This design comes from an exercise in tuning for small area, a short achievable clock period and few clock cycles on the open sky130 flow, not from production work. RTL that was checked went through simulation tests only; none was proved equivalent to the original. The clock port is modelled as an ideal driver, which makes a skipped or thinned clock tree look cheaper than it is; a real chip needs a root buffer or a tree. Power is estimated from default activity; no workload was simulated.

Setup of before:
==> module bridge, before the edit <==
module bridge(
input clk,arvalid,res_n,
input [1:0]arburst,
input [3:0]arlen,
input [4:0]araddr,
output arready,
output reg [15:0]rdata,
output rresp,rlast,
input rready,
output rvalid,
output reg [2:0]PADDR,
input [15:0]PRDATA,
output PWRITE,PENABLE,PSEL1,PSEL2,PSEL3,PSEL4,
input PREADY
    );
    reg        full;         
    reg        ready;        
    reg [1:0]  sel;
    reg [2:0]  addr;         
    reg        incr;
    reg [3:0]  cnt;          
    reg        setup;        
    reg        enable;       
    reg [3:0]  psel;
    reg        tlast;        
    reg        valid;
    reg        rv;           
    reg        rlast_q;
    reg        skid;
    reg [15:0] sdata;
    reg        slast;
    wire done   = enable & PREADY;              
    wire empty  = ~full;
    wire accept = arvalid & ready;
    wire idle   = ~setup & ~enable;
    wire issue  = full & ((idle & (~skid | rready)) |
                            (done & (~valid | (~skid & rready))));
    always @(posedge clk, negedge res_n)
      if (!res_n) begin
        full   <= 1'b0;
        ready  <= 1'b0;
        setup  <= 1'b0;
        enable <= 1'b0;
        psel   <= 4'd0;
        valid  <= 1'b0;
        rv     <= 1'b0;
        skid   <= 1'b0;
      end else begin
        if (accept) begin
          full  <= 1'b1;
          ready <= 1'b0;
        end else if (issue && cnt == 4'd0) begin
          full  <= 1'b0;
          ready <= 1'b1;
        end else
          ready <= ~full;
        setup  <= issue;
        enable <= setup | (enable & ~PREADY);
        psel <= ({4{issue}} & (4'd1 << sel)) | (psel & {4{~done}});
        valid <= skid | done | (valid & ~rready);
        rv    <= skid | done | (rv & ~rready);
        skid  <= (skid | (done & valid)) & ~rready;
      end
    always @(posedge clk) begin
      if (empty) begin
        sel  <= araddr[4:3];
        addr <= araddr[2:0];
        incr <= (arburst == 2'b01);
        cnt  <= arlen;
      end else if (setup) begin
        if (incr)
          addr <= addr + 3'd1;
        cnt <= cnt - 4'd1;
      end
      if (~enable | PREADY) begin
        PADDR <= addr;
        tlast <= (cnt == 4'd0);
      end
      if (~valid | rready) begin
        rdata   <= skid ? sdata : PRDATA;
        rlast_q <= skid ? slast : tlast;
      end
      if (~skid) begin
        sdata <= PRDATA;
        slast <= tlast;
      end
    end
    assign arready = ready;
    assign PSEL1 = psel[0];
    assign PSEL2 = psel[1];
    assign PSEL3 = psel[2];
    assign PSEL4 = psel[3];
    assign PENABLE = enable;
    assign PWRITE = 1'b0;
    assign rvalid = rv;
    assign rresp = rv;
    assign rlast = rlast_q;
endmodule
Settings: LEC_CHECK=0, CAP_MARGIN=20, CORE_MARGIN=2, CORE_UTILIZATION=40, PLACE_DENSITY=0.6, SETUP_SLACK_MARGIN=3.35, SLEW_MARGIN=20; clock period 5.0 ns.
standard.sh (not shown) runs the stock make flow with config.mk's settings and CLKGATE_MAP_FILE= SYNTH_SCRIPT=/design/flow/synth_recipe.tcl, a recipe that flattens the netlist after the stock synthesis.
==> flow/flow/run.sh <==
#!/bin/bash
set -euo pipefail
export BUFFER_PORTS_ARGS="-buffer_cell sky130_fd_sc_hd__buf_1"
export PRE_CTS_TCL="$PWD/flow/manclk.tcl"
bash standard.sh finish > flow_standard.log 2>&1
==> flow/flow/manclk.tcl <==
# Clock distribution in place of the CTS H-tree: the clock port drives
# nbuf clock buffers, each driving the register clock pins of one vertical
# slice of the core, placed at that slice's centroid.
proc man_clock {bufmaster nbuf} {
  set db [ord::get_db]
  set block [ord::get_db_block]
  set clknet [$block findNet clk]
  set master [$db findMaster $bufmaster]
  set sinks {}
  foreach it [$clknet getITerms] {
    set loc [[$it getInst] getLocation]
    lappend sinks [list [lindex $loc 0] [lindex $loc 1] $it]
  }
  set sinks [lsort -integer -index 0 $sinks]
  set n [llength $sinks]
  for {set b 0} {$b < $nbuf} {incr b} {
    set lo [expr {$b * $n / $nbuf}]
    set hi [expr {($b + 1) * $n / $nbuf - 1}]
    set inst [odb::dbInst_create $block $master clkbuf_root_$b]
    set net [odb::dbNet_create $block clknet_root_$b]
    $net setSigType CLOCK
    set sx 0; set sy 0; set k 0
    foreach s [lrange $sinks $lo $hi] {
      set it [lindex $s 2]
      set sx [expr {$sx + [lindex $s 0]}]; set sy [expr {$sy + [lindex $s 1]}]; incr k
      $it disconnect
      $it connect $net
    }
    [$inst findITerm A] connect $clknet
    [$inst findITerm X] connect $net
    $inst setLocation [expr {$sx / $k}] [expr {$sy / $k}]
    $inst setPlacementStatus PLACED
    puts "man_clock: $k sinks on clknet_root_$b"
  }
}

# Sourced by ORFS's cts.tcl just before its clock_tree_synthesis call:
# replace that call with the distribution above.
rename clock_tree_synthesis orfs_clock_tree_synthesis
proc clock_tree_synthesis {args} {
  man_clock sky130_fd_sc_hd__clkbuf_8 4
}
What after does differently from before at the input level:
--- a/flow/design.v
+++ b/flow/design.v
@@ -26,5 +26,4 @@
     reg        tlast;        
     reg        valid;
-    reg        rv;           
     reg        rlast_q;
     reg        skid;
@@ -45,5 +44,4 @@
         psel   <= 4'd0;
         valid  <= 1'b0;
-        rv     <= 1'b0;
         skid   <= 1'b0;
       end else begin
@@ -60,5 +58,4 @@
         psel <= ({4{issue}} & (4'd1 << sel)) | (psel & {4{~done}});
         valid <= skid | done | (valid & ~rready);
-        rv    <= skid | done | (rv & ~rready);
         skid  <= (skid | (done & valid)) & ~rready;
       end
@@ -94,6 +91,6 @@
     assign PENABLE = enable;
     assign PWRITE = 1'b0;
-    assign rvalid = rv;
-    assign rresp = rv;
+    assign rvalid = valid;
+    assign rresp = valid;
     assign rlast = rlast_q;
 endmodule
- Compared with before, placement density in the core of after is lower.
- after vs. before: post-route clock period utilization grew by 0.15 points; post-synth net total decreased by 2.3% relative to the old numbers; wire length picked up an extra 0.56%.
- Of after and before, after shows the lower fraction of layout cells with a size suffix above 1, with before above it.
- Per the comparison of after with before, adder and majority cell fraction of the synthesized area stayed essentially flat, sequential share of layout area rose by 1.2 points, die area fell by about 1.4%.
- after ended up with sky130_fd_sc_hd__a221o_1 as its slowest cell on the critical path; before ended up with sky130_fd_sc_hd__dfrtp_2.
Testbench counts of after, summed over its fixed seeds: cycles 7,352.
For before, only the layout was checked, not whether the RTL still works. In every run of this note, the design's own scripts or RTL, not TritonCTS, make the clock network.


bridge with an RTL version that a note above also has.
Size: ~140 cells after synthesis, about 58 flip-flops, roughly 61 I/O pins.
## bridge
module bridge(
input clk,arvalid,res_n,
input [1:0]arburst,
input [3:0]arlen,
input [4:0]araddr,
output arready,
output reg [15:0]rdata,
output rresp,rlast,
input rready,
output rvalid,
output reg [2:0]PADDR,
input [15:0]PRDATA,
output PWRITE,PENABLE,PSEL1,PSEL2,PSEL3,PSEL4,
input PREADY
    );
==> module bridge, before the edit <==
module bridge(
input clk,arvalid,res_n,
input [1:0]arburst,
input [3:0]arlen,
input [4:0]araddr,
output arready,
output reg [15:0]rdata,
output rresp,rlast,
input rready,
output rvalid,
output reg [2:0]PADDR,
input [15:0]PRDATA,
output PWRITE,PENABLE,PSEL1,PSEL2,PSEL3,PSEL4,
input PREADY
    );
    reg        full;         
    reg        ready;        
    reg [1:0]  sel;
    reg [2:0]  addr;         
    reg        incr;
    reg [3:0]  cnt;          
    reg        setup;        
    reg        enable;       
    reg [3:0]  psel;
    reg        tlast;        
    reg        valid;
    reg        rlast_q;
    reg        skid;
    reg [15:0] sdata;
    reg        slast;
    wire done   = enable & PREADY;              
    wire empty  = ~full;
    wire accept = arvalid & ready;
    wire idle   = ~setup & ~enable;
    wire issue  = full & ((idle & (~skid | rready)) |
                            (done & (~valid | (~skid & rready))));
    always @(posedge clk, negedge res_n)
      if (!res_n) begin
        full   <= 1'b0;
        ready  <= 1'b0;
        setup  <= 1'b0;
        enable <= 1'b0;
        psel   <= 4'd0;
        valid  <= 1'b0;
        skid   <= 1'b0;
      end else begin
        if (accept) begin
          full  <= 1'b1;
          ready <= 1'b0;
        end else if (issue && cnt == 4'd0) begin
          full  <= 1'b0;
          ready <= 1'b1;
        end else
          ready <= ~full;
        setup  <= issue;
        enable <= setup | (enable & ~PREADY);
        psel <= ({4{issue}} & (4'd1 << sel)) | (psel & {4{~done}});
        valid <= skid | done | (valid & ~rready);
        skid  <= (skid | (done & valid)) & ~rready;
      end
    always @(posedge clk) begin
      if (empty) begin
        sel  <= araddr[4:3];
        addr <= araddr[2:0];
        incr <= (arburst == 2'b01);
        cnt  <= arlen;
      end else if (setup) begin
        if (incr)
          addr <= addr + 3'd1;
        cnt <= cnt - 4'd1;
      end
      if (~enable | PREADY) begin
        PADDR <= addr;
        tlast <= (cnt == 4'd0);
      end
      if (~valid | rready) begin
        rdata   <= skid ? sdata : PRDATA;
        rlast_q <= skid ? slast : tlast;
      end
      if (~skid) begin
        sdata <= PRDATA;
        slast <= tlast;
      end
    end
    assign arready = ready;
    assign PSEL1 = psel[0];
    assign PSEL2 = psel[1];
    assign PSEL3 = psel[2];
    assign PSEL4 = psel[3];
    assign PENABLE = enable;
    assign PWRITE = 1'b0;
    assign rvalid = valid;
    assign rresp = valid;
    assign rlast = rlast_q;
endmodule
export LEC_CHECK = 0
export CAP_MARGIN = 20
export CORE_MARGIN = 2
export CORE_UTILIZATION = 40
export PLACE_DENSITY = 0.6
export SETUP_SLACK_MARGIN = 3.2
export SLEW_MARGIN = 20
create_clock -name core_clock -period 5.0 [get_ports {clk}]
Scripts as last shown in full above: flow/flow/run.sh, flow/flow/manclk.tcl
The baseline completed with no timing, DRC or antenna violations.
Testbench counts at the start, summed over its fixed seeds: cycles 7,352.
Edit:
--- a/flow/design.v
+++ b/flow/design.v
@@ -15,7 +15,6 @@
 input PREADY
     );
     reg        full;         
-    reg        ready;        
     reg [1:0]  sel;
     reg [2:0]  addr;         
     reg        incr;
@@ -31,28 +30,23 @@
     reg        slast;
     wire done   = enable & PREADY;              
     wire empty  = ~full;
-    wire accept = arvalid & ready;
+    wire accept = arvalid & empty;
     wire idle   = ~setup & ~enable;
     wire issue  = full & ((idle & (~skid | rready)) |
                             (done & (~valid | (~skid & rready))));
     always @(posedge clk, negedge res_n)
       if (!res_n) begin
         full   <= 1'b0;
-        ready  <= 1'b0;
         setup  <= 1'b0;
         enable <= 1'b0;
         psel   <= 4'd0;
         valid  <= 1'b0;
         skid   <= 1'b0;
       end else begin
-        if (accept) begin
-          full  <= 1'b1;
-          ready <= 1'b0;
-        end else if (issue && cnt == 4'd0) begin
-          full  <= 1'b0;
-          ready <= 1'b1;
-        end else
-          ready <= ~full;
+        if (accept)
+          full <= 1'b1;
+        else if (issue && cnt == 4'd0)
+          full <= 1'b0;
         setup  <= issue;
         enable <= setup | (enable & ~PREADY);
         psel <= ({4{issue}} & (4'd1 << sel)) | (psel & {4{~done}});
@@ -83,7 +77,7 @@
         slast <= tlast;
       end
     end
-    assign arready = ready;
+    assign arready = empty;
     assign PSEL1 = psel[0];
     assign PSEL2 = psel[1];
     assign PSEL3 = psel[2];
Effect: The new run produced a clean layout. Area after synthesis goes down by 2.5%. Combinational power is higher by 13%. Utilization goes up by 0.66 points. Final area increases by 0.70%. Register-to-register slack gains 0.05 ns. Routed wire length fell by 5.9%. Power grows by 1.1%. Via count fell by 0.41%. Worst hold slack barely changes. Global-route usage went down by 1.1 points. Clock skew goes down by 0.0043 ns. Cell count went up by 0.75%. Worst setup slack is worse by 0.0096 ns. Critical path depth climbs by 1.
For the second run of this note, only the layout was checked, not whether the RTL still works. In every run of this note, the design's own scripts or RTL, not TritonCTS, make the clock network.


The RTL this note starts from:
==> flow/design.v <==
`timescale 1ns / 1ps
module bridge(
input clk,arvalid,res_n,
input [1:0]arburst,
input [3:0]arlen,
input [4:0]araddr,
output arready,
output reg [15:0]rdata,
output rresp,rlast,
input rready,
output rvalid,
output reg [2:0]PADDR,
input [15:0]PRDATA,
output PWRITE,PENABLE,PSEL1,PSEL2,PSEL3,PSEL4,
input PREADY
    );
    reg        full;         
    reg [1:0]  sel;
    reg [2:0]  addr;         
    reg        incr;
    reg [3:0]  cnt;          
    reg        setup;        
    reg        enable;       
    reg [3:0]  psel;
    reg        tlast;        
    reg        valid;
    reg        rlast_q;
    reg        skid;
    reg [15:0] sdata;
    reg        slast;
    wire done   = enable & PREADY;              
    wire empty  = ~full;
    wire accept = arvalid & empty;
    wire idle   = ~setup & ~enable;
    wire issue  = full & ((idle & (~skid | rready)) |
                            (done & (~valid | (~skid & rready))));
    always @(posedge clk, negedge res_n)
      if (!res_n) begin
        full   <= 1'b0;
        setup  <= 1'b0;
        enable <= 1'b0;
        psel   <= 4'd0;
        valid  <= 1'b0;
        skid   <= 1'b0;
      end else begin
        if (accept)
          full <= 1'b1;
        else if (issue && cnt == 4'd0)
          full <= 1'b0;
        setup  <= issue;
        enable <= setup | (enable & ~PREADY);
        if (issue)
          psel <= 4'd1 << sel;
        else if (done)
          psel <= 4'd0;
        valid <= skid | done | (valid & ~rready);
        skid  <= (skid | (done & valid)) & ~rready;
      end
    always @(posedge clk) begin
      if (empty) begin
        sel  <= araddr[4:3];
        addr <= araddr[2:0];
        incr <= (arburst == 2'b01);
        cnt  <= arlen;
      end else if (setup) begin
        if (incr)
          addr <= addr + 3'd1;
        cnt <= cnt - 4'd1;
      end
      if (~setup & ~(enable & ~PREADY)) begin
        PADDR <= addr;
        tlast <= (cnt == 4'd0);
      end
      if (~valid | rready) begin
        rdata   <= skid ? sdata : PRDATA;
        rlast_q <= skid ? slast : tlast;
      end
      if (~skid) begin
        sdata <= PRDATA;
        slast <= tlast;
      end
    end
    assign arready = empty;
    assign PSEL1 = psel[0];
    assign PSEL2 = psel[1];
    assign PSEL3 = psel[2];
    assign PSEL4 = psel[3];
    assign PENABLE = enable;
    assign PWRITE = 1'b0;
    assign rvalid = valid;
    assign rresp = valid;
    assign rlast = rlast_q;
endmodule
export LEC_CHECK = 0
export CAP_MARGIN = 20
export CORE_MARGIN = 2
export CORE_UTILIZATION = 40
export PLACE_DENSITY = 0.6
export SETUP_SLACK_MARGIN = 3.1
export SLEW_MARGIN = 20
create_clock -name core_clock -period 5.0 [get_ports {clk}]
Scripts as last shown in full above: flow/flow/run.sh, flow/flow/manclk.tcl
Edit:
--- a/flow/design.v
+++ b/flow/design.v
@@ -13,9 +13,9 @@
 input [15:0]PRDATA,
 output PWRITE,PENABLE,PSEL1,PSEL2,PSEL3,PSEL4,
 input PREADY
     );
-    reg        full;         
+    reg        empty;        
     reg [1:0]  sel;
     reg [2:0]  addr;         
     reg        incr;
     reg [3:0]  cnt;          
@@ -28,26 +28,25 @@
     reg        skid;
     reg [15:0] sdata;
     reg        slast;
     wire done   = enable & PREADY;              
-    wire empty  = ~full;
     wire accept = arvalid & empty;
     wire idle   = ~setup & ~enable;
-    wire issue  = full & ((idle & (~skid | rready)) |
+    wire issue  = ~empty & ((idle & (~skid | rready)) |
                             (done & (~valid | (~skid & rready))));
     always @(posedge clk, negedge res_n)
       if (!res_n) begin
-        full   <= 1'b0;
+        empty  <= 1'b1;
         setup  <= 1'b0;
         enable <= 1'b0;
         psel   <= 4'd0;
         valid  <= 1'b0;
         skid   <= 1'b0;
       end else begin
         if (accept)
-          full <= 1'b1;
+          empty <= 1'b0;
         else if (issue && cnt == 4'd0)
-          full <= 1'b0;
+          empty <= 1'b1;
         setup  <= issue;
         enable <= setup | (enable & ~PREADY);
         if (issue)
           psel <= 4'd1 << sel;
Final area rose by 1.1%.
Hold slack gets better by 0.0066 ns.
Synthesized area fell by 0.54%.
Setup slack gets worse by 0.044 ns.
Die area fell by 0.51%.
Wire length rose by 4.1%.
Via count rose by about 4%.
Combinational power rose by about 5%.
Function was not checked in any run of this note: the RTL went through the layout flow alone. No run of this note takes its clock network from TritonCTS; it comes from the design's own scripts or RTL.


// bridge: RTL as listed in full above, without the edits since
clock: 5.0 ns
lec_check: 0
cap_margin: 20
core_margin: 2
core_utilization: 40
place_density: 0.6
setup_slack_margin: 3.2
slew_margin: 20
Scripts as last shown in full above: flow/flow/run.sh, flow/flow/manclk.tcl
Edit:
==> flow/design.v (replaced) <==
`timescale 1ns / 1ps
module bridge(
input clk,arvalid,res_n,
input [1:0]arburst,
input [3:0]arlen,
input [4:0]araddr,
output arready,
output reg [15:0]rdata,
output rresp,rlast,
input rready,
output rvalid,
output reg [2:0]PADDR,
input [15:0]PRDATA,
output PWRITE,PENABLE,PSEL1,PSEL2,PSEL3,PSEL4,
input PREADY
    );
    reg        full;         
    reg        ready;        
    reg [1:0]  sel;
    reg [2:0]  addr;         
    reg        incr;
    reg [3:0]  cnt;          
    reg        enable;       
    reg [3:0]  psel;
    wire       setup = (psel != 4'd0) & ~enable;    
    reg        tlast;        
    reg        valid;
    reg        rlast_q;
    reg        skid;
    reg [15:0] sdata;
    reg        slast;
    wire done   = enable & PREADY;              
    wire empty  = ~full;
    wire accept = arvalid & ready;
    wire idle   = (psel == 4'd0);
    wire issue  = full & ((idle & (~skid | rready)) |
                            (done & (~valid | (~skid & rready))));
    always @(posedge clk, negedge res_n)
      if (!res_n) begin
        full   <= 1'b0;
        ready  <= 1'b0;
        enable <= 1'b0;
        psel   <= 4'd0;
        valid  <= 1'b0;
        skid   <= 1'b0;
      end else begin
        if (accept) begin
          full  <= 1'b1;
          ready <= 1'b0;
        end else if (issue && cnt == 4'd0) begin
          full  <= 1'b0;
          ready <= 1'b1;
        end else
          ready <= ~full;
        enable <= setup | (enable & ~PREADY);
        psel <= ({4{issue}} & (4'd1 << sel)) | (psel & {4{~done}});
        valid <= skid | done | (valid & ~rready);
        skid  <= (skid | (done & valid)) & ~rready;
      end
    always @(posedge clk) begin
      if (empty) begin
        sel  <= araddr[4:3];
        addr <= araddr[2:0];
        incr <= (arburst == 2'b01);
        cnt  <= arlen;
      end else if (setup) begin
        if (incr)
          addr <= addr + 3'd1;
        cnt <= cnt - 4'd1;
      end
      if (~enable | PREADY) begin
        PADDR <= addr;
        tlast <= (cnt == 4'd0);
      end
      if (~valid | rready) begin
        rdata   <= skid ? sdata : PRDATA;
        rlast_q <= skid ? slast : tlast;
      end
      if (~skid) begin
        sdata <= PRDATA;
        slast <= tlast;
      end
    end
    assign arready = ready;
    assign PSEL1 = psel[0];
    assign PSEL2 = psel[1];
    assign PSEL3 = psel[2];
    assign PSEL4 = psel[3];
    assign PENABLE = enable;
    assign PWRITE = 1'b0;
    assign rvalid = valid;
    assign rresp = valid;
    assign rlast = rlast_q;
endmodule
=> The changed run completed without violations. Total power is about the same. Sequential share of layout area went up by 1.6 points. Hold slack loses 0.0040 ns. Clock skew grows by 0.0037 ns. Final area decreases by 2.8%. Worst setup slack gains 0.088 ns. Wire length increases by 6.4%. Combinational power drops by 4.7%.
Testbench counts after the change, summed over its fixed seeds: cycles 7,352.
Only the layout flow was run in the first run of this note; the RTL was not checked for function there. No run of this note takes its clock network from TritonCTS; it comes from the design's own scripts or RTL.

==> separate check: timing with driven ports <==
In the flow no input, the clock included, has a driving cell. The finished layouts below were timed again as built, in two steps. Step 1: set_driving_cell puts a clkbuf_16 on clk and a buf_2 on each other input, an assumption about the parent block. Step 2 times the ports against the registers' clock, not the clock port: input delays grow and output delays shrink by t, the midpoint of the rising clock arrivals with the driver on. a / b / c = ideal ports / drivers / drivers and shift; a / b = the first two.
run	t (ns)	setup slack, ns	worst setup path at the end	worst data-port slew with drivers (ns)	pins driven straight from the clock port
before	0.194	3.273 / 3.223 / 3.099	input to register	0.05	4
after	0.192	3.265 / 3.223 / 3.046	input to register	0.07	4
the first run of note 2	0.191	3.215 / 3.167 / 3.102	input to register	0.06	4
the second run of note 2	0.190	3.206 / 3.160 / 3.141	input to register	0.05	4
the first run of note 3	0.192	3.126 / 3.077 / 3.072	input to register	0.05	4
the second run of note 3	0.193	3.082 / 3.033 / 3.064	input to register	0.03	4
the first run of note 4	0.194	3.156 / 3.105 / 3.087	input to register	0.06	4
the second run of note 4	0.195	3.244 / 3.195 / 3.167	input to register	0.04	4
After both steps every run listed still meets setup and hold. The setup slack of after, which loses most, moves by -0.042 ns with the drivers and by -0.219 ns with both steps.
